From an optimization exercise on the open Yosys and OpenROAD flow, aimed at small area, a short achievable clock period and few clock cycles; shortcuts taken in it are not production practice.
Only simulation tests tie the RTL to the original design; equivalence was not proved.

==> flow/design.v <==
module fixed_point_add #(parameter BITSIZE = 16) (
    input [BITSIZE-1:0] A,   
    input [BITSIZE-1:0] B,   
    output [BITSIZE-1:0] C   
);
    wire sign_A = A[BITSIZE-1];          
    wire sign_B = B[BITSIZE-1];          
    wire [BITSIZE-2:0] value_A = A[BITSIZE-2:0];  
    wire [BITSIZE-2:0] value_B = B[BITSIZE-2:0];  
    wire [BITSIZE-1:0] sum;
    wire result_sign;
    wire [BITSIZE-2:0] result_value;
    assign sum = (sign_A == sign_B) ? (value_A + value_B) : 
                 (value_A > value_B ? (value_A - value_B) : (value_B - value_A));
    assign result_sign = (sign_A == sign_B) ? sign_A : (value_A > value_B ? sign_A : sign_B);
    wire overflow = (sign_A == sign_B) && ((sum[BITSIZE-1]));
    assign result_value = overflow ? {BITSIZE-1{1'b1}} : sum[BITSIZE-2:0];
    assign C = {result_sign, result_value};
endmodule
module fixed_point_multiply #(parameter BITSIZE = 16, parameter FRAC = 11 ) (
    input  [BITSIZE-1:0] A,   
    input  [BITSIZE-1:0] B,   
    output [BITSIZE-1:0] C    
);
    wire sign_A = A[BITSIZE-1];
    wire sign_B = B[BITSIZE-1];
    wire [BITSIZE-2:0] mag_A = A[BITSIZE-2:0];
    wire [BITSIZE-2:0] mag_B = B[BITSIZE-2:0];
    wire [(2*BITSIZE)-3:0] product_unsigned = mag_A * mag_B;
    wire [BITSIZE-2:0] normalized_product = product_unsigned[25:11];
    wire result_sign = sign_A ^ sign_B;  
    wire [6:0] overflow = 7'b1111111 & product_unsigned[(2*BITSIZE)-3:26];
    assign C = overflow ? {result_sign, 15'b111_1111_1111_1111} : {result_sign, normalized_product[BITSIZE-2:0]};  
endmodule
module compare_8float (
    input wire [15:0] data, x1, x2, x3, x4, x5, x6, x7, x8,  
    input wire [15:0] m1, m2, m3, m4, m5, m6, m7, m8, m9,
    input wire [15:0] c1, c2, c3, c4, c5, c6, c7, c8, c9,
    input wire clk,
    input wire reset,
    output reg [15:0] m, c
);
    reg [7:0] flag;
    wire data_sign = data[15];
    wire [14:0] data_mag = data[14:0];
    wire x1_sign = x1[15];
    wire [14:0] x1_mag = x1[14:0];
    wire x2_sign = x2[15];
    wire [14:0] x2_mag = x2[14:0];
    wire x3_sign = x3[15];
    wire [14:0] x3_mag = x3[14:0];
    wire x4_sign = x4[15];
    wire [14:0] x4_mag = x4[14:0];
    wire x5_sign = x5[15];
    wire [14:0] x5_mag = x5[14:0];
    wire x6_sign = x6[15];
    wire [14:0] x6_mag = x6[14:0];
    wire x7_sign = x7[15];
    wire [14:0] x7_mag = x7[14:0];
    wire x8_sign = x8[15];
    wire [14:0] x8_mag = x8[14:0];
    function compare_sign_mag;
        input sign_a, sign_b;
        input [14:0] mag_a, mag_b;
        begin
            if (sign_a != sign_b) begin
                compare_sign_mag = (sign_a > sign_b);   
            end else begin
                if (sign_a == 1'b1) begin
                    compare_sign_mag = (mag_a > mag_b);
                end else begin
                    compare_sign_mag = (mag_a < mag_b);
                end
            end
        end
    endfunction
    always @(posedge clk or posedge reset) begin
        if (reset) begin
            flag <= 8'b0;
        end else begin
            flag[0] <= compare_sign_mag(data_sign, x1_sign, data_mag, x1_mag);  
            flag[1] <= compare_sign_mag(data_sign, x2_sign, data_mag, x2_mag);  
            flag[2] <= compare_sign_mag(data_sign, x3_sign, data_mag, x3_mag);  
            flag[3] <= compare_sign_mag(data_sign, x4_sign, data_mag, x4_mag);  
            flag[4] <= compare_sign_mag(data_sign, x5_sign, data_mag, x5_mag);  
            flag[5] <= compare_sign_mag(data_sign, x6_sign, data_mag, x6_mag);  
            flag[6] <= compare_sign_mag(data_sign, x7_sign, data_mag, x7_mag);  
            flag[7] <= compare_sign_mag(data_sign, x8_sign, data_mag, x8_mag);  
        end
    end
    always @(posedge clk or posedge reset) begin
        if (reset) begin
            m <= 16'h0000;
            c <= 16'h0000;
        end else begin
            if (flag[3]) begin
                if (flag[1]) begin
                    if (flag[0]) begin
                        m <= m1;
                        c <= c1;
                    end else begin
                        m <= m2;
                        c <= c2;
                    end
                end else begin
                    if (flag[2]) begin
                        m <= m3;
                        c <= c3;
                    end else begin
                        m <= m4;
                        c <= c4;
                    end
                end
            end else begin
                if (flag[5]) begin
                    if(flag[4]) begin
                        m <= m5;
                        c <= c5;
                    end else begin
                        m <= m6;
                        c <= c6;
                    end
                end else begin
                    if(flag[6]) begin
                        m <= m7;
                        c <= c7;
                    end else begin
                        if (flag[7]) begin
                            m <= m8;
                            c <= c8;
                        end else begin
                            m <= m9;
                            c <= c9;
                        end
                    end
                end
            end
        end
    end
endmodule
module enc_1 #(parameter BITSIZE = 16) (
    input wire  clk,
    input wire  reset,
    input wire  [BITSIZE*10-1:0]   x,   
    input wire  [BITSIZE*6*10-1:0] w,   
    input wire  [BITSIZE*6-1:0]    b,   
    output wire [BITSIZE*6-1:0]    y    
);
wire [BITSIZE-1:0] in_mul_1    [5:0];
wire [BITSIZE-1:0] in_mul_2    [5:0];
wire [BITSIZE-1:0] out_mul     [5:0];  
reg  [BITSIZE-1:0] out_mul_reg [5:0];
wire [BITSIZE-1:0] in_add      [5:0];  
reg  [BITSIZE-1:0] in_add_reg  [5:0];
wire [BITSIZE-1:0] out_add     [5:0];  
reg  [3:0] j;                          
reg  done;
always @(posedge clk or posedge reset) begin
    if (reset) begin
        j <= 0;
        done <= 0;
        out_mul_reg[0] <= 0; out_mul_reg[1] <= 0; out_mul_reg[2] <= 0; out_mul_reg[3] <= 0; out_mul_reg[4] <= 0; out_mul_reg[5] <= 0;  
        in_add_reg[0]  <= 0; in_add_reg[1]  <= 0; in_add_reg[2]  <= 0; in_add_reg[3]  <= 0; in_add_reg[4]  <= 0; in_add_reg[5]  <= 0;
    end else begin
        if (!done) begin
            out_mul_reg[0] <= out_mul[0];
            out_mul_reg[1] <= out_mul[1];
            out_mul_reg[2] <= out_mul[2];
            out_mul_reg[3] <= out_mul[3];
            out_mul_reg[4] <= out_mul[4];
            out_mul_reg[5] <= out_mul[5];
            in_add_reg[0] <= in_add[0];
            in_add_reg[1] <= in_add[1];
            in_add_reg[2] <= in_add[2];
            in_add_reg[3] <= in_add[3];
            in_add_reg[4] <= in_add[4];
            in_add_reg[5] <= in_add[5];
            if (j < 10) begin
                j <= j + 1;
            end else begin
                done <= 1;
            end
        end
    end
end
genvar idx;
generate
    for (idx = 0; idx < 6; idx = idx + 1) begin : multiplier
        assign in_mul_1 [idx] = (j == 0) ? x[(BITSIZE*0) +: BITSIZE] :
                                (j == 1) ? x[(BITSIZE*1) +: BITSIZE] :
                                (j == 2) ? x[(BITSIZE*2) +: BITSIZE] :
                                (j == 3) ? x[(BITSIZE*3) +: BITSIZE] :
                                (j == 4) ? x[(BITSIZE*4) +: BITSIZE] :
                                (j == 5) ? x[(BITSIZE*5) +: BITSIZE] :
                                (j == 6) ? x[(BITSIZE*6) +: BITSIZE] :
                                (j == 7) ? x[(BITSIZE*7) +: BITSIZE] :
                                (j == 8) ? x[(BITSIZE*8) +: BITSIZE] : x[(BITSIZE*9) +: BITSIZE];
        assign in_mul_2 [idx] = (j == 0) ? w[(BITSIZE*6*9) + (BITSIZE*idx) +: BITSIZE] :
                                (j == 1) ? w[(BITSIZE*6*8) + (BITSIZE*idx) +: BITSIZE] :
                                (j == 2) ? w[(BITSIZE*6*7) + (BITSIZE*idx) +: BITSIZE] :
                                (j == 3) ? w[(BITSIZE*6*6) + (BITSIZE*idx) +: BITSIZE] :
                                (j == 4) ? w[(BITSIZE*6*5) + (BITSIZE*idx) +: BITSIZE] :
                                (j == 5) ? w[(BITSIZE*6*4) + (BITSIZE*idx) +: BITSIZE] :
                                (j == 6) ? w[(BITSIZE*6*3) + (BITSIZE*idx) +: BITSIZE] :
                                (j == 7) ? w[(BITSIZE*6*2) + (BITSIZE*idx) +: BITSIZE] :
                                (j == 8) ? w[(BITSIZE*6*1) + (BITSIZE*idx) +: BITSIZE] : w[(BITSIZE*6*0) + (BITSIZE*idx) +: BITSIZE];
        fixed_point_multiply mul (
            .A(in_mul_1[idx]),  
            .B(in_mul_2[idx]),  
            .C(out_mul [idx])
        );
    end
endgenerate
generate
    for (idx = 0; idx < 6; idx = idx + 1) begin : adder
        assign in_add[idx] = (j == 0) ? b[BITSIZE*idx +: BITSIZE] : out_add[idx];
        fixed_point_add add (
            .A(out_mul_reg[idx]),
            .B(in_add_reg [idx]),
            .C(out_add    [idx])
        );
        assign y[BITSIZE*idx +: BITSIZE] = in_add_reg[idx];
    end
endgenerate
endmodule
module enc_2 #(parameter BITSIZE = 16) (
    input wire  clk,
    input wire  reset,
    input wire  [BITSIZE*6-1:0]   x,   
    input wire  [BITSIZE*1*6-1:0] w,   
    input wire  [BITSIZE*1-1:0]    b,   
    output wire [BITSIZE*1-1:0]    y    
);
wire [BITSIZE-1:0] in_mul_1;
wire [BITSIZE-1:0] in_mul_2;
wire [BITSIZE-1:0] out_mul;    
reg  [BITSIZE-1:0] out_mul_reg;
wire [BITSIZE-1:0] in_add;     
reg  [BITSIZE-1:0] in_add_reg;
wire [BITSIZE-1:0] out_add;    
reg  [2:0] j;                  
reg  done;                     
assign  in_add =   (j == 0) ? b : out_add;
assign  in_mul_1 = (j == 0) ? x[(BITSIZE*1*0) +: BITSIZE] :
                   (j == 1) ? x[(BITSIZE*1*1) +: BITSIZE] :
                   (j == 2) ? x[(BITSIZE*1*2) +: BITSIZE] :
                   (j == 3) ? x[(BITSIZE*1*3) +: BITSIZE] :
                   (j == 4) ? x[(BITSIZE*1*4) +: BITSIZE] : x[(BITSIZE*1*5) +: BITSIZE];
assign  in_mul_2 = (j == 0) ? w[(BITSIZE*1*0) +: BITSIZE] :
                   (j == 1) ? w[(BITSIZE*1*1) +: BITSIZE] :
                   (j == 2) ? w[(BITSIZE*1*2) +: BITSIZE] :
                   (j == 3) ? w[(BITSIZE*1*3) +: BITSIZE] :
                   (j == 4) ? w[(BITSIZE*1*4) +: BITSIZE] : w[(BITSIZE*1*5) +: BITSIZE];
always @(posedge clk or posedge reset) begin
    if (reset) begin
        j <= 0;
        done <= 0;
        in_add_reg <= 0;
        out_mul_reg <= 0;
    end else begin
        if (!done) begin
            out_mul_reg <= out_mul;
            in_add_reg <= in_add;
            if (j < 6) begin
                j <= j + 1;
            end else begin
                done <= 1;
            end
        end
    end
end
fixed_point_multiply mul (
    .A(in_mul_1),  
    .B(in_mul_2),  
    .C(out_mul)
);
fixed_point_add add (
    .A(out_mul_reg),
    .B(in_add_reg),
    .C(out_add)
);
assign y = in_add_reg;
endmodule
module lambda_layer_v2 (
    input  wire clk,                                   
    input  wire reset,                                 
    input  wire [15:0] mean,                           
    input  wire [15:0] vare,                            
    output wire [15:0] lambda_out                      
);
    wire [15:0] sigma_sqrt;                            
    wire [15:0] prng_out;                              
    wire [15:0] product_var;                           
    wire [15:0] delayed_mean;                          
    wire [15:0] delayed_mean_2;                          
    wire [15:0] softplus_var;                          
    wire [15:0] lambda_result;                         
    wire [4:0] seedprng = 5'b11010;
    delay_3_cycle_v2 delay (
        .clk(clk),
        .in_data(mean),
        .out_data(delayed_mean)
    );
    delay_3_cycle_v2 delay2 (
        .clk(clk),
        .in_data(delayed_mean),
        .out_data(delayed_mean_2)
    );
    softplus_8slice_piped_v2 softplus_lambda (
        .clk(clk),
        .reset(reset),
        .data_in(vare),
        .data_out(softplus_var)
    );
    squareroot_piped_v2 sqrt (
        .clk(clk),
        .reset(reset),
        .data_in(softplus_var),
        .data_out(sigma_sqrt)
    );
    PRNG prng_instance (
        .clk(clk),
        .rst(reset),
        .seed(seedprng),
        .random_out(prng_out),
        .statee()
    );
    reg [15:0] prng_out_reg;
    reg [15:0] sigma_sqrt_reg;
    reg [15:0] delayed_mean_2ke3;
    always @(posedge clk) begin
        if (reset) begin
            prng_out_reg <= 16'b0;
            sigma_sqrt_reg <= 16'b0;
            delayed_mean_2ke3 <= 16'b0;
        end else begin
            prng_out_reg <= prng_out;
            sigma_sqrt_reg <= sigma_sqrt;
            delayed_mean_2ke3 <= delayed_mean_2;        
        end
    end
    fixed_point_multiply mult (
        .A(sigma_sqrt_reg),
        .B(prng_out_reg),
        .C(product_var)
    );
    reg [15:0] product_var_reg;
    reg [15:0] delayed_mean_3;
    always @(posedge clk) begin
        if (reset) begin
            product_var_reg <= 16'b0;
            delayed_mean_3 <= 16'b0;
        end else begin
            product_var_reg <= product_var;
            delayed_mean_3 <= delayed_mean_2ke3;
        end
    end
    fixed_point_add add (
        .A(delayed_mean_3),
        .B(product_var_reg),
        .C(lambda_result)
    );
    reg [15:0] output_reg;
    always @(posedge clk) begin
        if (reset) begin
            output_reg <= 16'b0;
        end else begin
            output_reg <= lambda_result;
        end
    end
    assign lambda_out = output_reg;
endmodule
module delay_3_cycle_v2 (
    input  wire clk,                      
    input  wire [15:0] in_data,           
    output reg  [15:0] out_data           
);
    reg [15:0] shift_reg [0:2];
    always @(posedge clk) begin
        shift_reg[0] <= in_data;
        shift_reg[1] <= shift_reg[0];
        out_data <= shift_reg[1];
    end
endmodule
module squareroot_piped_v2 #(
    parameter BITSIZE = 16         
)(
    input wire clk,                               
    input wire reset,                               
    input wire [BITSIZE-1:0] data_in,             
    output wire [BITSIZE-1:0] data_out            
);
wire [BITSIZE-1:0] m1 = 16'b0101001110001101;  
wire [BITSIZE-1:0] c1 = 16'b0000000000000000;  
wire [BITSIZE-1:0] m2 = 16'b0001001111100011;  
wire [BITSIZE-1:0] c2 = 16'b0000000010010101;  
wire [BITSIZE-1:0] m3 = 16'b0000100011001001;  
wire [BITSIZE-1:0] c3 = 16'b0000000110100000;  
wire [BITSIZE-1:0] m4 = 16'b0000010100110111;  
wire [BITSIZE-1:0] c4 = 16'b0000001011101101;  
wire [BITSIZE-1:0] m5 = 16'b0000001110001101;  
wire [BITSIZE-1:0] c5 = 16'b0000010001011101;  
wire [BITSIZE-1:0] m6 = 16'b0000001010101001;  
wire [BITSIZE-1:0] c6 = 16'b0000010111101101;  
wire [BITSIZE-1:0] m7 = 16'b0000001000011111;  
wire [BITSIZE-1:0] c7 = 16'b0000011101110011;  
wire [BITSIZE-1:0] m8 = 16'b0000000110111111;  
wire [BITSIZE-1:0] c8 = 16'b0000100100010100;  
wire [BITSIZE-1:0] m9 = 16'b0000000110000000;  
wire [BITSIZE-1:0] c9 = 16'b0000101010011011;  
wire [BITSIZE-1:0] x1 = 16'b0000000000010010;  
wire [BITSIZE-1:0] x2 = 16'b0000000011000000;  
wire [BITSIZE-1:0] x3 = 16'b0000001011101011;  
wire [BITSIZE-1:0] x4 = 16'b0000011011100111;  
wire [BITSIZE-1:0] x5 = 16'b0000110111111000;  
wire [BITSIZE-1:0] x6 = 16'b0001011010111001;  
wire [BITSIZE-1:0] x7 = 16'b0010001010110011;  
wire [BITSIZE-1:0] x8 = 16'b0011000111001110;  
wire signed [BITSIZE-1:0] m_out;
wire signed [BITSIZE-1:0] c_out;
compare_8float custom_mux (
    .data  (data_in),
    .x1    (x1),
    .x2    (x2),
    .x3    (x3),
    .x4    (x4),
    .x5    (x5),
    .x6    (x6),
    .x7    (x7),
    .x8    (x8),
    .m1    (m1),
    .m2    (m2),
    .m3    (m3),
    .m4    (m4),
    .m5    (m5),
    .m6    (m6),
    .m7    (m7),
    .m8    (m8),
    .m9    (m9),
    .c1    (c1),
    .c2    (c2),
    .c3    (c3),
    .c4    (c4),
    .c5    (c5),
    .c6    (c6),
    .c7    (c7),
    .c8    (c8),
    .c9    (c9),
    .clk(clk),
    .reset(reset),
    .m     (m_out),
    .c     (c_out)
);
reg [BITSIZE-1:0] data_in_2;
reg [BITSIZE-1:0] data_in_3;
always @(posedge clk or posedge reset) begin
    if (reset) begin
        data_in_2 <= {BITSIZE{1'b0}};   
        data_in_3 <= {BITSIZE{1'b0}};   
    end else begin
        data_in_2 <= data_in;   
        data_in_3 <= data_in_2;   
    end
end
wire signed [BITSIZE-1:0] out_mul;
fixed_point_multiply #(
    .BITSIZE(BITSIZE)   
) custom_mul (
    .A  (data_in_3),  
    .B  (m_out),      
    .C  (out_mul)     
);
 reg [BITSIZE-1:0] c_out2;  
 reg [BITSIZE-1:0] out_mul_reg;  
 always @(posedge clk or posedge reset) begin
     if (reset) begin
         out_mul_reg <= {BITSIZE{1'b0}};   
         c_out2 <= {BITSIZE{1'b0}};        
     end else begin
         out_mul_reg <= out_mul;   
         c_out2 <= c_out;
     end
 end
fixed_point_add #(
    .BITSIZE(BITSIZE)   
) custom_add (
    .A (out_mul_reg),    
    .B (c_out2),         
    .C (data_out)        
);
endmodule
module PRNG
(
    input wire clk,           
    input wire rst,           
    input wire [4:0] seed,   
    output reg [15:0] random_out,  
    output reg [4:0] statee
);
reg [4:0] state;
wire [32*16-1:0] epsilon_LUT;
    assign epsilon_LUT = {
        16'b0000000000000000,  
        16'b0000000000000000,  
        16'b0000000001110001,  
        16'b0000000001110001,  
        16'b0000000011100011,  
        16'b0000000011100011,  
        16'b0000000011100011,  
        16'b0000000101010101,  
        16'b0000000101010101,  
        16'b0000000101010101,  
        16'b0000000101010101,  
        16'b0000000111000111,  
        16'b0000000111000111,  
        16'b0000000111000111,  
        16'b0000000111000111,  
        16'b0000000111000111,  
        16'b0000001000111000,  
        16'b0000001000111000,  
        16'b0000001000111000,  
        16'b0000001000111000,  
        16'b0000001000111000,  
        16'b0000001010101010,  
        16'b0000001010101010,  
        16'b0000001010101010,  
        16'b0000001010101010,  
        16'b0000001100011100,  
        16'b0000001100011100,  
        16'b0000001100011100,  
        16'b0000001110001110,  
        16'b0000001110001110,  
        16'b0000010000000000,  
        16'b0000010000000000   
    };
always @(posedge clk or posedge rst) begin
    if (rst) begin
        random_out <= 0;
    end else begin
        random_out <= epsilon_LUT[state*16 +: 16];
    end
end
always @(posedge clk or posedge rst) begin
    if (rst) begin
        state <= seed;  
    end else begin
        state <= (state ^ (state << 4)) + 3;
    end
end
always @(*) statee = state;
endmodule
module enc_3 #(parameter BITSIZE = 16) (
    input wire  clk,
    input wire  reset,
    input wire  [BITSIZE*1-1:0]    x,   
    input wire  [BITSIZE*6*1-1:0]  w,   
    input wire  [BITSIZE*6-1:0]    b,   
    output wire [BITSIZE*6-1:0]    y    
);
wire [BITSIZE-1:0] in_mul_1    [5:0];
wire [BITSIZE-1:0] in_mul_2    [5:0];
wire [BITSIZE-1:0] out_mul     [5:0];  
reg  [BITSIZE-1:0] out_mul_reg [5:0];
wire [BITSIZE-1:0] in_add      [5:0];  
reg  [BITSIZE-1:0] in_add_reg  [5:0];
wire [BITSIZE-1:0] out_add     [5:0];  
reg  [3:0] j;
reg  done;
always @(posedge clk or posedge reset) begin
    if (reset) begin
        j <= 0;
        done <= 0;
        out_mul_reg[0] <= 0; out_mul_reg[1] <= 0; out_mul_reg[2] <= 0; out_mul_reg[3] <= 0; out_mul_reg[4] <= 0; out_mul_reg[5] <= 0;  
        in_add_reg[0]  <= 0; in_add_reg[1]  <= 0; in_add_reg[2]  <= 0; in_add_reg[3]  <= 0; in_add_reg[4]  <= 0; in_add_reg[5]  <= 0;
    end else begin
        if (!done) begin
            out_mul_reg[0] <= out_mul[0];
            out_mul_reg[1] <= out_mul[1];
            out_mul_reg[2] <= out_mul[2];
            out_mul_reg[3] <= out_mul[3];
            out_mul_reg[4] <= out_mul[4];
            out_mul_reg[5] <= out_mul[5];
            in_add_reg[0] <= in_add[0];
            in_add_reg[1] <= in_add[1];
            in_add_reg[2] <= in_add[2];
            in_add_reg[3] <= in_add[3];
            in_add_reg[4] <= in_add[4];
            in_add_reg[5] <= in_add[5];
            if (j < 1) begin
                j <= j + 1;
            end else begin
                done <= 1;
            end
        end
    end
end
genvar idx;
generate
    for (idx = 0; idx < 6; idx = idx + 1) begin : multiplier
        assign in_mul_1 [idx] = x[(BITSIZE*0) +: BITSIZE];
        assign in_mul_2 [idx] = w[(BITSIZE*idx) +: BITSIZE];
        fixed_point_multiply mul (
            .A(in_mul_1[idx]),
            .B(in_mul_2[idx]),
            .C(out_mul [idx])
        );
    end
endgenerate
generate
    for (idx = 0; idx < 6; idx = idx + 1) begin : adder
        assign in_add[idx] = (j == 0) ? b[BITSIZE*idx +: BITSIZE] : out_add[idx];
        fixed_point_add add (
            .A(out_mul_reg[idx]),
            .B(in_add_reg [idx]),
            .C(out_add    [idx])
        );
        assign y[BITSIZE*idx +: BITSIZE] = in_add_reg[idx];
    end
endgenerate
endmodule
module enc_4 #(parameter BITSIZE = 16) (
    input wire  clk,
    input wire  reset,
    input wire  [BITSIZE*6-1:0]   x,   
    input wire  [BITSIZE*2*6-1:0] w,   
    input wire  [BITSIZE*2-1:0]    b,   
    output wire [BITSIZE*2-1:0]    y    
);
wire [BITSIZE-1:0] in_mul_1    [1:0];
wire [BITSIZE-1:0] in_mul_2    [1:0];
wire [BITSIZE-1:0] out_mul     [1:0];  
reg  [BITSIZE-1:0] out_mul_reg [1:0];
wire [BITSIZE-1:0] in_add      [1:0];  
reg  [BITSIZE-1:0] in_add_reg  [1:0];
wire [BITSIZE-1:0] out_add     [1:0];  
reg  [3:0] j;                          
reg  done;
always @(posedge clk or posedge reset) begin
    if (reset) begin
        j <= 0;
        done <= 0;
        out_mul_reg[0] <= 0; out_mul_reg[1] <= 0;  
        in_add_reg[0]  <= 0; in_add_reg[1]  <= 0;
    end else begin
        if (!done) begin
            out_mul_reg[0] <= out_mul[0];
            out_mul_reg[1] <= out_mul[1];
            in_add_reg[0] <= in_add[0];
            in_add_reg[1] <= in_add[1];
            if (j < 6) begin
                j <= j + 1;
            end else begin
                done <= 1;
            end
        end
    end
end
genvar idx;
generate
    for (idx = 0; idx < 2; idx = idx + 1) begin : multiplier
        assign in_mul_1 [idx] = (j == 0) ? x[(BITSIZE*0) +: BITSIZE] :
                                (j == 1) ? x[(BITSIZE*1) +: BITSIZE] :
                                (j == 2) ? x[(BITSIZE*2) +: BITSIZE] :
                                (j == 3) ? x[(BITSIZE*3) +: BITSIZE] :
                                (j == 4) ? x[(BITSIZE*4) +: BITSIZE] : x[(BITSIZE*5) +: BITSIZE];
        assign in_mul_2 [idx] = (j == 0) ? w[(BITSIZE*2*5) + (BITSIZE*idx) +: BITSIZE] :
                                (j == 1) ? w[(BITSIZE*2*4) + (BITSIZE*idx) +: BITSIZE] :
                                (j == 2) ? w[(BITSIZE*2*3) + (BITSIZE*idx) +: BITSIZE] :
                                (j == 3) ? w[(BITSIZE*2*2) + (BITSIZE*idx) +: BITSIZE] :
                                (j == 4) ? w[(BITSIZE*2*1) + (BITSIZE*idx) +: BITSIZE] : w[(BITSIZE*2*0) + (BITSIZE*idx) +: BITSIZE];
        fixed_point_multiply mul (
            .A(in_mul_1[idx]),
            .B(in_mul_2[idx]),
            .C(out_mul [idx])
        );
    end
endgenerate
generate
    for (idx = 0; idx < 2; idx = idx + 1) begin : adder
        assign in_add[idx] = (j == 0) ? b[BITSIZE*idx +: BITSIZE] : out_add[idx];
        fixed_point_add add (
            .A(out_mul_reg[idx]),
            .B(in_add_reg [idx]),
            .C(out_add    [idx])
        );
        assign y[BITSIZE*idx +: BITSIZE] = in_add_reg[idx];
    end
endgenerate
endmodule
module enc_control (
    input  wire clk,
    input  wire reset,
    output wire [5:0] debug_cc,
    output reg  enc1_start,
    output reg  enc2_start,
    output reg  lambda_start,
    output reg  enc3_start,
    output reg  enc4_start,
    output reg  done_flag
);
    localparam offset    = 2;
    localparam enc1_cc   = 12;
    localparam softplus1 = 3;
    localparam enc2_cc   = 8;
    localparam softplus2 = 3;
    localparam lambda    = 8;
    localparam enc3_cc   = 3;
    localparam softplus3 = 3;
    localparam enc4_cc   = 8;
    localparam sigmoid   = 3;
    reg [6:0] cc;
    assign debug_cc = cc;
    always @(posedge clk or posedge reset) begin
        if (reset) begin
            cc          <= 0;
            enc1_start  <= 1;
            enc2_start  <= 1;
            lambda_start <= 1;
            enc3_start  <= 1;
            enc4_start  <= 1;
            done_flag   <= 0;
        end else begin
            if (!done_flag) begin
                cc <= cc + 1;
                case (cc)
                    offset: 
                        enc1_start <= 0;
                    offset + enc1_cc + softplus1:
                        enc2_start <= 0;
                    offset + enc1_cc + softplus1 + enc2_cc:
                        lambda_start <= 0;
                    offset + enc1_cc + softplus1 + enc2_cc + softplus2 + lambda:
                        enc3_start <= 0;
                    offset + enc1_cc + softplus1 + enc2_cc + softplus2 + lambda + enc3_cc + softplus3:
                        enc4_start <= 0;
                    offset + enc1_cc + softplus1 + enc2_cc + softplus2 + lambda + enc3_cc + softplus3 + enc4_cc + sigmoid:
                        done_flag <= 1;
                    default: begin
                        enc1_start   <= enc1_start;
                        enc2_start   <= enc2_start;
                        lambda_start <= lambda_start;
                        enc3_start   <= enc3_start;
                        enc4_start   <= enc4_start;
                        done_flag    <= done_flag;
                    end
                endcase
            end
        end
    end
endmodule
module sigmoid8_piped 
#(
    parameter BITSIZE = 16  
)
(
    input clk, reset,
    input wire signed [BITSIZE-1:0] data_in,  
    output wire signed [BITSIZE-1:0] data_out
);
wire [15:0] m1 = 16'b0000000000000110;  
wire [15:0] c1 = 16'b0000000000110100;  
wire [15:0] m2 = 16'b0000000000110100;  
wire [15:0] c2 = 16'b0000000100000010;  
wire [15:0] m3 = 16'b0000000010011100;  
wire [15:0] c3 = 16'b0000001000110011;  
wire [15:0] m4 = 16'b0000000100110110;  
wire [15:0] c4 = 16'b0000001101011001;  
wire [15:0] m5 = 16'b0000000111010110;  
wire [15:0] c5 = 16'b0000001111111111;  
wire [15:0] m6 = 16'b0000000100110110;  
wire [15:0] c6 = 16'b0000010010100110;  
wire [15:0] m7 = 16'b0000000010011100;  
wire [15:0] c7 = 16'b0000010111001100;  
wire [15:0] m8 = 16'b0000000000110100;  
wire [15:0] c8 = 16'b0000011011111101;  
wire [15:0] m9 = 16'b0000000000000110;  
wire [15:0] c9 = 16'b0000011111001011;  
wire [15:0] x1 = 16'b1010001110001010;  
wire [15:0] x2 = 16'b1001011101111001;  
wire [15:0] x3 = 16'b1000111101001101;  
wire [15:0] x4 = 16'b1000100001011001;  
wire [15:0] x5 = 16'b0000100001011001;  
wire [15:0] x6 = 16'b0000111101001101;  
wire [15:0] x7 = 16'b0001011101111001;  
wire [15:0] x8 = 16'b0010001110001010;  
wire signed [BITSIZE-1:0] m_out;
wire signed [BITSIZE-1:0] c_out;
compare_8float custom_mux (
    .data  (data_in),
    .x1    (x1),
    .x2    (x2),
    .x3    (x3),
    .x4    (x4),
    .x5    (x5),
    .x6    (x6),
    .x7    (x7),
    .x8    (x8),
    .m1    (m1),
    .m2    (m2),
    .m3    (m3),
    .m4    (m4),
    .m5    (m5),
    .m6    (m6),
    .m7    (m7),
    .m8    (m8),
    .m9    (m9),
    .c1    (c1),
    .c2    (c2),
    .c3    (c3),
    .c4    (c4),
    .c5    (c5),
    .c6    (c6),
    .c7    (c7),
    .c8    (c8),
    .c9    (c9),
    .clk(clk),
    .reset(reset),
    .m     (m_out),
    .c     (c_out)
);
reg [BITSIZE-1:0] data_in_2;
reg [BITSIZE-1:0] data_in_3;
always @(posedge clk or posedge reset) begin
    if (reset) begin
        data_in_2 <= {BITSIZE{1'b0}};   
        data_in_3 <= {BITSIZE{1'b0}};   
    end else begin
        data_in_2 <= data_in;   
        data_in_3 <= data_in_2;   
    end
end
wire signed [BITSIZE-1:0] out_mul;
fixed_point_multiply #(
    .BITSIZE(BITSIZE)   
) custom_mul (
    .A  (data_in_3),  
    .B  (m_out),      
    .C  (out_mul)     
);
 reg [BITSIZE-1:0] c_out2;  
 reg [BITSIZE-1:0] out_mul_reg;  
 always @(posedge clk or posedge reset) begin
     if (reset) begin
         out_mul_reg <= {BITSIZE{1'b0}};   
         c_out2 <= {BITSIZE{1'b0}};        
     end else begin
         out_mul_reg <= out_mul;   
         c_out2 <= c_out;
     end
 end
fixed_point_add #(
    .BITSIZE(BITSIZE)   
) custom_add (
    .A (out_mul_reg),    
    .B (c_out2),         
    .C (data_out)        
);
endmodule
module softplus_8slice_piped_v2
#(parameter BITSIZE = 16)
(
    input clk,
    input reset,
    input wire  [15:0] data_in,
    output wire [15:0] data_out
);
    wire [15:0] m1 = 16'b0000000000000001;
    wire [15:0] m2 = 16'b0000000001100011;
    wire [15:0] m3 = 16'b0000000100111000;
    wire [15:0] m4 = 16'b0000001001111110;
    wire [15:0] m5 = 16'b0000001111111111;
    wire [15:0] m6 = 16'b0000010110000001;
    wire [15:0] m7 = 16'b0000001110001110;
    wire [15:0] m8 = 16'b0000000110101001;
    wire [15:0] m9 = 16'b0000011111110101;
    wire [15:0] c1 = 16'b0000000000011000;
    wire [15:0] c2 = 16'b0000000110101010;
    wire [15:0] c3 = 16'b0000001110001111;
    wire [15:0] c4 = 16'b0000010100011100;
    wire [15:0] c5 = 16'b0000010110110001;
    wire [15:0] c6 = 16'b0000010100011100;
    wire [15:0] c7 = 16'b0000101010100111;
    wire [15:0] c8 = 16'b0000110001111011;
    wire [15:0] c9 = 16'b0000000001010001;
    wire [15:0] x1 = 16'b1001111100000000;
    wire [15:0] x2 = 16'b1001001000101001;
    wire [15:0] x3 = 16'b1000100110111111;
    wire [15:0] x4 = 16'b1000001100011011;
    wire [15:0] x5 = 16'b0000001100010100;
    wire [15:0] x6 = 16'b0000100111000101;
    wire [15:0] x7 = 16'b0001001000110101;
    wire [15:0] x8 = 16'b0001111011111000;
    wire signed [BITSIZE-1:0] m_out;
    wire signed [BITSIZE-1:0] c_out;
compare_8float custom_mux (
    .data  (data_in),
    .x1    (x1),
    .x2    (x2),
    .x3    (x3),
    .x4    (x4),
    .x5    (x5),
    .x6    (x6),
    .x7    (x7),
    .x8    (x8),
    .m1    (m1),
    .m2    (m2),
    .m3    (m3),
    .m4    (m4),
    .m5    (m5),
    .m6    (m6),
    .m7    (m7),
    .m8    (m8),
    .m9    (m9),
    .c1    (c1),
    .c2    (c2),
    .c3    (c3),
    .c4    (c4),
    .c5    (c5),
    .c6    (c6),
    .c7    (c7),
    .c8    (c8),
    .c9    (c9),
    .clk(clk),
    .reset(reset),
    .m     (m_out),
    .c     (c_out)
);
reg [BITSIZE-1:0] data_in_2;
reg [BITSIZE-1:0] data_in_3;
always @(posedge clk or posedge reset) begin
    if (reset) begin
        data_in_2 <= {BITSIZE{1'b0}};   
        data_in_3 <= {BITSIZE{1'b0}};   
    end else begin
        data_in_2 <= data_in;   
        data_in_3 <= data_in_2;   
    end
end
wire signed [BITSIZE-1:0] out_mul;
fixed_point_multiply #(
    .BITSIZE(BITSIZE)   
) custom_mul (
    .A  (data_in_3),  
    .B  (m_out),      
    .C  (out_mul)     
);
 reg [BITSIZE-1:0] c_out2;  
 reg [BITSIZE-1:0] out_mul_reg;  
 always @(posedge clk or posedge reset) begin
     if (reset) begin
         out_mul_reg <= {BITSIZE{1'b0}};   
         c_out2 <= {BITSIZE{1'b0}};        
     end else begin
         out_mul_reg <= out_mul;   
         c_out2 <= c_out;
     end
 end
fixed_point_add #(
    .BITSIZE(BITSIZE)   
) custom_add (
    .A (out_mul_reg),    
    .B (c_out2),         
    .C (data_out)        
);
endmodule
module top_arrhythmia #(parameter BITSIZE = 16) (
    input wire  clk,
    input wire  reset,
    input wire  [BITSIZE*10-1:0]   x,   
    output wire [BITSIZE*6-1:0]    out_intermediate,
    output wire [BITSIZE*1-1:0] out_zvar,
    output wire [BITSIZE*1-1:0] out_zmean,
    output wire [BITSIZE*1-1:0] out_sampling,
    output wire [BITSIZE*6-1:0]    out_hidden_classifier,
    output wire [BITSIZE*2-1:0]    y,    
    output wire done_flag_out
);
    wire signed[BITSIZE*10*6-1:0] w_enc_1;
    wire signed[BITSIZE*6-1:0] b_enc_1;
    wire signed[BITSIZE*6-1:0] w_enc_2_mean;
    wire signed[BITSIZE*1-1:0] b_enc_2_mean;
    wire signed[BITSIZE*6-1:0] w_enc_2_var;
    wire signed[BITSIZE*1-1:0] b_enc_2_var;
    wire signed[BITSIZE*6-1:0] w_enc_3;
    wire signed[BITSIZE*6-1:0] b_enc_3;
    wire signed[BITSIZE*2*6-1:0] w_enc_4;
    wire signed[BITSIZE*2-1:0] b_enc_4;
        assign w_enc_1 = {
16'b1000000101101100,
16'b0000000000000111,
16'b0000000110011111,
16'b0000001110000100,
16'b0000001000001000,
16'b0000011000110101,
16'b0000011100011111,
16'b0000000101111011,
16'b1000010000110101,
16'b0000001100000011,
16'b1000001001011001,
16'b0000001010101000,
16'b1000011011110001,
16'b1000001110100011,
16'b0000011000000111,
16'b0000001000011001,
16'b0000000001010010,
16'b0000010000110011,
16'b0000001110100011,
16'b0000001000011100,
16'b1000010101111011,
16'b0000001110010000,
16'b0000001111000011,
16'b0000000101110000,
16'b0000001001110001,
16'b1000000000000110,
16'b0000010101110111,
16'b1000000000110000,
16'b1000100011000110,
16'b0000000000110100,
16'b1000010100111011,
16'b0000001011000111,
16'b1000010010001000,
16'b0000000110111001,
16'b0000000100011010,
16'b0000011100100101,
16'b0000001110001101,
16'b1000011011011110,
16'b0000001011011010,
16'b0000001101101110,
16'b0000001111101011,
16'b0000001110011111,
16'b1000011001100000,
16'b0000100010001011,
16'b1000000000000010,
16'b0000100001011110,
16'b1000000011001011,
16'b0000001100000100,
16'b0000001001110111,
16'b1000100100111100,
16'b1000000010011110,
16'b1000011001110011,
16'b1000001100011000,
16'b0000011110101000,
16'b0000001101010111,
16'b0000010100001101,
16'b0000000010001000,
16'b0000011001001011,
16'b0000010000001111,
16'b1000001001110110
};
assign b_enc_1 = {
16'b1000001000001011,
16'b1000000001001000,
16'b1000000100111010,
16'b1000000010001011,
16'b1000000001110111,
16'b0000010111100100
};
assign w_enc_2_mean = {
16'b1000101101001101,
16'b1001000101000010,
16'b1001010010010011,
16'b0000011111001111,
16'b1001000000000011,
16'b1000010000100000
};
assign b_enc_2_mean = {
16'b1000000001000101
};
assign w_enc_2_var = {
16'b0000000001100111,
16'b1000100101101101,
16'b1000001110001000,
16'b1001010101110010,
16'b1000110110110110,
16'b1010001101000001
};
assign b_enc_2_var = {
16'b1001100101001010
};
assign w_enc_3 = {
16'b1000011110110001,
16'b1000110000001011,
16'b0000001110011110,
16'b0000101111001101,
16'b0001001100000110,
16'b1000100110011001
};
assign b_enc_3 = {
16'b0000000101001100,
16'b0000001000000101,
16'b1000000111011001,
16'b0000001110110110,
16'b0000010100010001,
16'b0000000110011101
};
assign w_enc_4 = {
16'b0000011011101011,
16'b1000100001010010,
16'b0000000101101011,
16'b1000011100111010,
16'b1000000110001000,
16'b1000010000101101,
16'b1000011110001010,
16'b0000111000010011,
16'b1000001110110000,
16'b0000110111010000,
16'b0000011111001110,
16'b1000001110001010
};
assign b_enc_4 = {
16'b1000010011110011,
16'b0000010011110011
};
    wire  enc1_start;
    wire  enc2_start;
    wire  lambda_start;
    wire  enc3_start;
    wire  enc4_start;
    wire  done_flag;
    assign done_flag_out = done_flag;
    enc_control enc_control_1(
    .clk(clk),
    .reset(reset),
    .debug_cc(),
    .enc1_start(enc1_start),
    .enc2_start(enc2_start),
    .lambda_start(lambda_start),
    .enc3_start(enc3_start),
    .enc4_start(enc4_start),
    .done_flag(done_flag)
    );
    wire [BITSIZE*6-1:0] enc_1_out;
    enc_1 #(.BITSIZE(BITSIZE)) 
    intermediate_layer(
        .clk(clk),
        .reset(enc1_start),
        .x(x),
        .w(w_enc_1),
        .b(b_enc_1),
        .y(enc_1_out)
    );
    wire [BITSIZE*6-1:0] softplus_enc_1_out;
    genvar i;
    generate
        for (i = 0; i < 6; i = i + 1) begin : relu_layer_enc_1
            assign softplus_enc_1_out[BITSIZE*i +: BITSIZE] = enc_1_out[BITSIZE*(i+1)-1] ? {BITSIZE{1'b0}} : enc_1_out[BITSIZE*i +: BITSIZE];
        end
    endgenerate
    assign out_intermediate = softplus_enc_1_out;                    
    reg [BITSIZE*6-1:0] softplus_enc_1_out_reg;
    always @(posedge clk or posedge reset) begin
     if (reset) begin
         softplus_enc_1_out_reg <= {BITSIZE*6{1'b0}};   
     end else begin
         softplus_enc_1_out_reg <= softplus_enc_1_out;   
     end
    end
    wire [BITSIZE*1-1:0] enc_2_mean_out;
    wire [BITSIZE*1-1:0] enc_2_var_out;
    enc_2 #(.BITSIZE(BITSIZE)) 
    mean (
        .clk(clk),
        .reset(enc2_start),
        .x(softplus_enc_1_out_reg),
        .w(w_enc_2_mean),
        .b(b_enc_2_mean),
        .y(enc_2_mean_out)
    );
    assign out_zmean = enc_2_mean_out;                               
    enc_2 #(.BITSIZE(BITSIZE)) 
    ivar (
        .clk(clk),
        .reset(enc2_start),
        .x(softplus_enc_1_out_reg),
        .w(w_enc_2_var),
        .b(b_enc_2_var),
        .y(enc_2_var_out)
    );
    assign out_zvar = enc_2_var_out;                                 
    wire [BITSIZE*1-1:0] lambda_out;
    lambda_layer_v2
    lambda (
    .clk(clk),
    .reset(lambda_start),
    .mean(enc_2_mean_out),
    .vare(enc_2_var_out),
    .lambda_out(lambda_out)
    );
    reg enc3_start_d;
    reg [BITSIZE-1:0] z_sample_reg;
    always @(posedge clk or posedge reset) begin
     if (reset) begin
         enc3_start_d <= 1'b1;
         z_sample_reg <= {BITSIZE{1'b0}};
     end else begin
         enc3_start_d <= enc3_start;
         if (enc3_start_d && !enc3_start)
             z_sample_reg <= lambda_out;
     end
    end
    assign out_sampling = z_sample_reg;                               
    wire [BITSIZE*6-1:0] enc_3_out;
    enc_3 #(.BITSIZE(BITSIZE))
    hidden_classifier(
        .clk(clk),
        .reset(enc3_start),
        .x(lambda_out),
        .w(w_enc_3),
        .b(b_enc_3),
        .y(enc_3_out)
    );
    wire [BITSIZE*6-1:0] softplus_enc_3_out;
    generate
        for (i = 0; i < 6; i = i + 1) begin : relu_layer_enc_3
            assign softplus_enc_3_out[BITSIZE*i +: BITSIZE] = enc_3_out[BITSIZE*(i+1)-1] ? {BITSIZE-1{1'b0}} : enc_3_out[BITSIZE*i +: BITSIZE];
        end
    endgenerate
    assign out_hidden_classifier = softplus_enc_3_out;                                 
    reg [BITSIZE*6-1:0] softplus_enc_3_out_reg;
    always @(posedge clk or posedge reset) begin
     if (reset) begin
         softplus_enc_3_out_reg <= {BITSIZE*6{1'b0}};   
     end else begin
         softplus_enc_3_out_reg [BITSIZE*0 +: BITSIZE] <= softplus_enc_3_out [BITSIZE*5 +: BITSIZE];
         softplus_enc_3_out_reg [BITSIZE*1 +: BITSIZE] <= softplus_enc_3_out [BITSIZE*4 +: BITSIZE];
         softplus_enc_3_out_reg [BITSIZE*2 +: BITSIZE] <= softplus_enc_3_out [BITSIZE*3 +: BITSIZE];
         softplus_enc_3_out_reg [BITSIZE*3 +: BITSIZE] <= softplus_enc_3_out [BITSIZE*2 +: BITSIZE];
         softplus_enc_3_out_reg [BITSIZE*4 +: BITSIZE] <= softplus_enc_3_out [BITSIZE*1 +: BITSIZE];
         softplus_enc_3_out_reg [BITSIZE*5 +: BITSIZE] <= softplus_enc_3_out [BITSIZE*0 +: BITSIZE];
     end
    end
    wire [BITSIZE*2-1:0] enc_4_out;
    enc_4 #(.BITSIZE(BITSIZE))
    classifier_output (
        .clk(clk),
        .reset(enc4_start),
        .x(softplus_enc_3_out_reg),
        .w(w_enc_4),
        .b(b_enc_4),
        .y(enc_4_out)
    );
    wire [BITSIZE*2-1:0] enc_4_out_reverse; 
    assign enc_4_out_reverse[BITSIZE*0 +: BITSIZE] = enc_4_out[BITSIZE*1 +: BITSIZE];
    assign enc_4_out_reverse[BITSIZE*1 +: BITSIZE] = enc_4_out[BITSIZE*0 +: BITSIZE];
    wire [BITSIZE*2-1:0] sigmoid_enc_4_out;
    generate
        for (i = 0; i < 2; i = i + 1) begin : sigmoid_layer_enc_4
            sigmoid8_piped sigmoid_enc_4 (
                .clk(clk),
                .reset(reset),
                .data_in(enc_4_out[BITSIZE*i +: BITSIZE]),
                .data_out(sigmoid_enc_4_out[BITSIZE*i +: BITSIZE])
            );
        end
    endgenerate
    assign y = enc_4_out_reverse;
endmodule
==> flow/run.sh <==
#!/bin/bash
# synth_recipe.tcl (not shown) runs the flow's synth.tcl, then flattens the netlist and writes it again
# the make line also repeats each setting of config.mk as NAME=value (left out here)
make -C /OpenROAD-flow-scripts/flow DESIGN_CONFIG=/design/flow/config.mk WORK_HOME=/design/flow/orfs CLKGATE_MAP_FILE= SYNTH_SCRIPT=/design/flow/synth_recipe.tcl finish
==> flow/config.mk <==
export PLATFORM = sky130hd
export DESIGN_NAME = top_arrhythmia
export DESIGN_NICKNAME = top_arrhythmia
export VERILOG_FILES = /design/flow/design.v
export SDC_FILE = /design/flow/constraint.sdc
export NUM_CORES = 4
export LEC_CHECK = 0
export CAP_MARGIN = 20
export CORE_MARGIN = 2
export CORE_UTILIZATION = 40
export PLACE_DENSITY = 0.6
export SLEW_MARGIN = 20
==> flow/constraint.sdc <==
create_clock -name core_clock -period 12.0 [get_ports {clk}]
set_input_delay 2.4000 -clock core_clock [delete_from_list [all_inputs] [get_ports {clk}]]
set_output_delay 2.4000 -clock core_clock [all_outputs]
set_load 0.01 [all_outputs]
==> out/metrics.cfg <==
[clock_tree]
post-cts-setup-buffers = 0
cts_sinks = 1119
clk_transition_reported_paths_ps = 60
cts_tree = done
root_buffer_cell = clkbuf_16
cts.repair.resized = 0
hold_buffers = 0
cts_inserted_buffers = 147
depth_of_the_cts_h_tree = 4
cts_max_path_buffers = 4
clock_insertion_delay_worst_skew_ps = 870

[critical_path]
startpoint_type = register
critical_path.n_buffers_inverters = 8
crit_slowest_cell = a21oi_1
slowest_cell_delay_on_critical_path_ps = 860
cp-end-kind = register
critical_path.max_fanout = 14
critical_path_arrival_ps = 11750
critical_path_required_ps = 12640
critPathMostFrequentCell = fa_1
timing_worst_setup_path_type = reg2reg
timing.critical_path.max_delay_family = adder cells

[sta]
timing_worst_slew_pin_value_ps = 1300
maxClockFrequency_mhz = 90.0
timing.clock.skew_ps = 81.2
period_share = 0.926
report.final.hold_viol_count = 0
slew_viol_final = 0
setup_viol = 0
setup_tns_ps = 0
rsz0062_at_grt = false
relSlewSlack = 0.133
timing.final.crit_period_ps = 11110
final.hold.worst_slack_ps = 262

[logic_synthesis]
synth_seq_area_share = 0.163
synth.top_cells.by_count = 3463 x inv_1, 2439 x ha_1, 1938 x fa_1
synth_enable_flop_cells = 0
netlist_area_mm2 = 0.166
post-synth-top-area-cell = fa_1
synth.top_cell.area_share = 0.234
post_synth_inst_count = 19200
synth_area_per_cell_um2 = 8.64
synthTopCellsByArea = fa_1 23%, ha_1 18%, dfrtp_1 14%, inv_1 7.8%, nor2_1 4.1%
synth_seq_cells = 1119
synth_warnings = 27
synth_most_common_cell = inv_1
synth_top_flop_cell = dfrtp_1
yosys.cell_types.count = 100
ys_async_sr_fraction = 0.836

[global_route]
largest_net_degree_at_the_start_of_global_routing = 140
grt_use_total = 0.269
grt_pass1_vias = 139000
antenna_found_initial = 22
wire_length_of_the_first_global_routing_pass_mm = 865
grt_remaining_overflow = 0

[routing]
dr_total_vias = 136000
routed_wirelength_mm = 570
post_drt_via_cell_ratio = 5.48
detail_route.drc_violations = 0
first_pass_iters = 8
drtAntennaViolNets = 0
drt_iter0_drc = 11300
wl_per_cell_um = 22.9

[final_layout]
area_taken_by_flip_flops_and_latches_mm2 = 0.0271
layout-drive-gt1-share = 0.0449
synthToLayoutAreaGrowth_pct = 9.54
final_net_count = 23800
multi_input_area_mm2 = 0.123
nFillCells = 40900

[die]
starting_density_of_the_core = 0.402
dieWidth_um = 648
dieHeight_um = 648
pin_count = 435
die_area_mm2 = 0.420
core_area_mm2 = 0.413
row_count = 236

[run_status]
status = finished clean

[placement]
hpwl_mm = 463
place.gp.congestion = 1.02
placement.io_buffers = 422

[run]
drv.max_cap_violation_count = 0

[hold_path]
hold_class = reg2async

-- worst register-to-register path, delay by kind of cell, from the launching register on --
kind / cells / cell delay, ps
AO/OA/AOI/OAI: 11 / 3420
AND/OR/NAND/NOR: 5 / 1610
buffers and inverters: 8 / 1310
adder cells (fa/ha/maj): 8 / 4110
flip-flops: 1 / 450
-- final timing paths --
path                                               from                               endpoint  slack [ps]  cells after the start
setup / recovery                intermediate_layer.j[1]  intermediate_layer.out_mul_reg[0][10]         890                     32
hold / removal                 enc_control_1.enc4_start                 classifier_output.j[2]         260                      1
setup reg to reg                intermediate_layer.j[1]  intermediate_layer.out_mul_reg[0][10]         890                     32
hold reg to reg                enc_control_1.enc4_start                 classifier_output.j[2]         260                      1
max in group asynchronous                         reset             softplus_enc_3_out_reg[28]        8650                      3
min in group core_clock    lambda.delay.shift_reg[1][2]               lambda.delay.out_data[2]         310                      0
-- through the flow --
stage	setup WS [ps]	util	cell area [um^2]	cells
after floorplan	2250	-	166000	19200
after global placement	688	0.428	177000	24600
after detailed placement	652	0.428	177000	24600
after CTS	1130	0.440	182000	24900
after global routing	639	0.440	182000	24900
final	888	0.440	182000	24900
-- cells by family (layout without fill, tap and decap cells) --
family	Yosys count	after routing	synth area share
simple gates	5004	5004	0.135
fa+ha+maj	4377	4377	0.418
buf+inv	4277	4475	0.0973
compound gates	3664	3664	0.143
flops	1119	1119	0.163
xor+xnor	504	504	0.0266
mux	268	268	0.0168
other cells	1	26	0.0000226
-- routing by layer --
metal  part of all wire  vias to the layer above  track usage
met4              0.056                       10        0.125
met5            0.00013                        -            0
li1                   -                    62600            -
met1               0.41                    67600        0.348
met3              0.069                     1205       0.0407
met2               0.46                     5065        0.443
-- layout make-up --
type                       instances  area share
multi-input combinational      13800       0.677
sequential                      1119       0.149
inverter                        3470      0.0718
tap                             5474      0.0377
timing repair buffer             741      0.0365
clock buffer                     184      0.0225
clock inverter                    80     0.00498
antenna                           14    0.000193
-- cell usage in the layout, fill, tap and decap left out, types with 55 or more instances in the layout --
cell             netlist  routed
xor2_1               196     193
o31ai_1               63      61
nor2_1              1819    1810
dfxtp_1              183     183
o22ai_1               68      68
or3_1                 77      77
o211ai_1             115     115
nand2_1             1607    1606
nand3_1              160     160
buf_4                 15     315
dfrtp_1              927     921
nor2b_1              234     232
o21bai_1             194     192
o21a_1                99      99
and2_1               300     300
a22oi_1              208     208
ha_1                2439    2439
nor3_1               222     220
a211oi_1              99      98
nor4_1                55      55
and3_1                67      67
a31oi_1              103      98
inv_1               3463    3455
clkbuf_16              0     151
fa_1                1938    1938
nand4_1              111     111
xnor2_1              308     308
mux2_2                91      91
mux2i_1              177     177
o21ai_0              748     743
a221oi_1              76      68
a21o_1               284     284
a21oi_1             1057    1040
nand2b_1             174     174
clkdlybuf4s50_1        0     422
or2_2                 62      62
Testbench counts, summed over its fixed seeds: cycles 66,000.

[static timing again, ports no longer ideal]
No port has a modelled driver above. Below, the same layout with a new extraction and two added sets of constraints.
Step 1, drivers: a clkbuf_16 drives clk and a buf_2 each remaining input, both assumed.
Step 2, shift: input delay + t, output delay - t, t = (earliest + latest rising clock arrival at the registers) / 2. This alone moves slack from input paths to output paths.
a / b / c = no drivers / after step 1 / after step 2; a / b = the first two.
t, ns: 0.932
slack for setup (ns): 0.888 / 0.888 / 0.458
pins driven straight from the clock port: 1
After both steps this run still meets setup and hold. For this run, drivers alone change the setup slack by 0.000 ns; drivers and shift together by -0.430 ns.
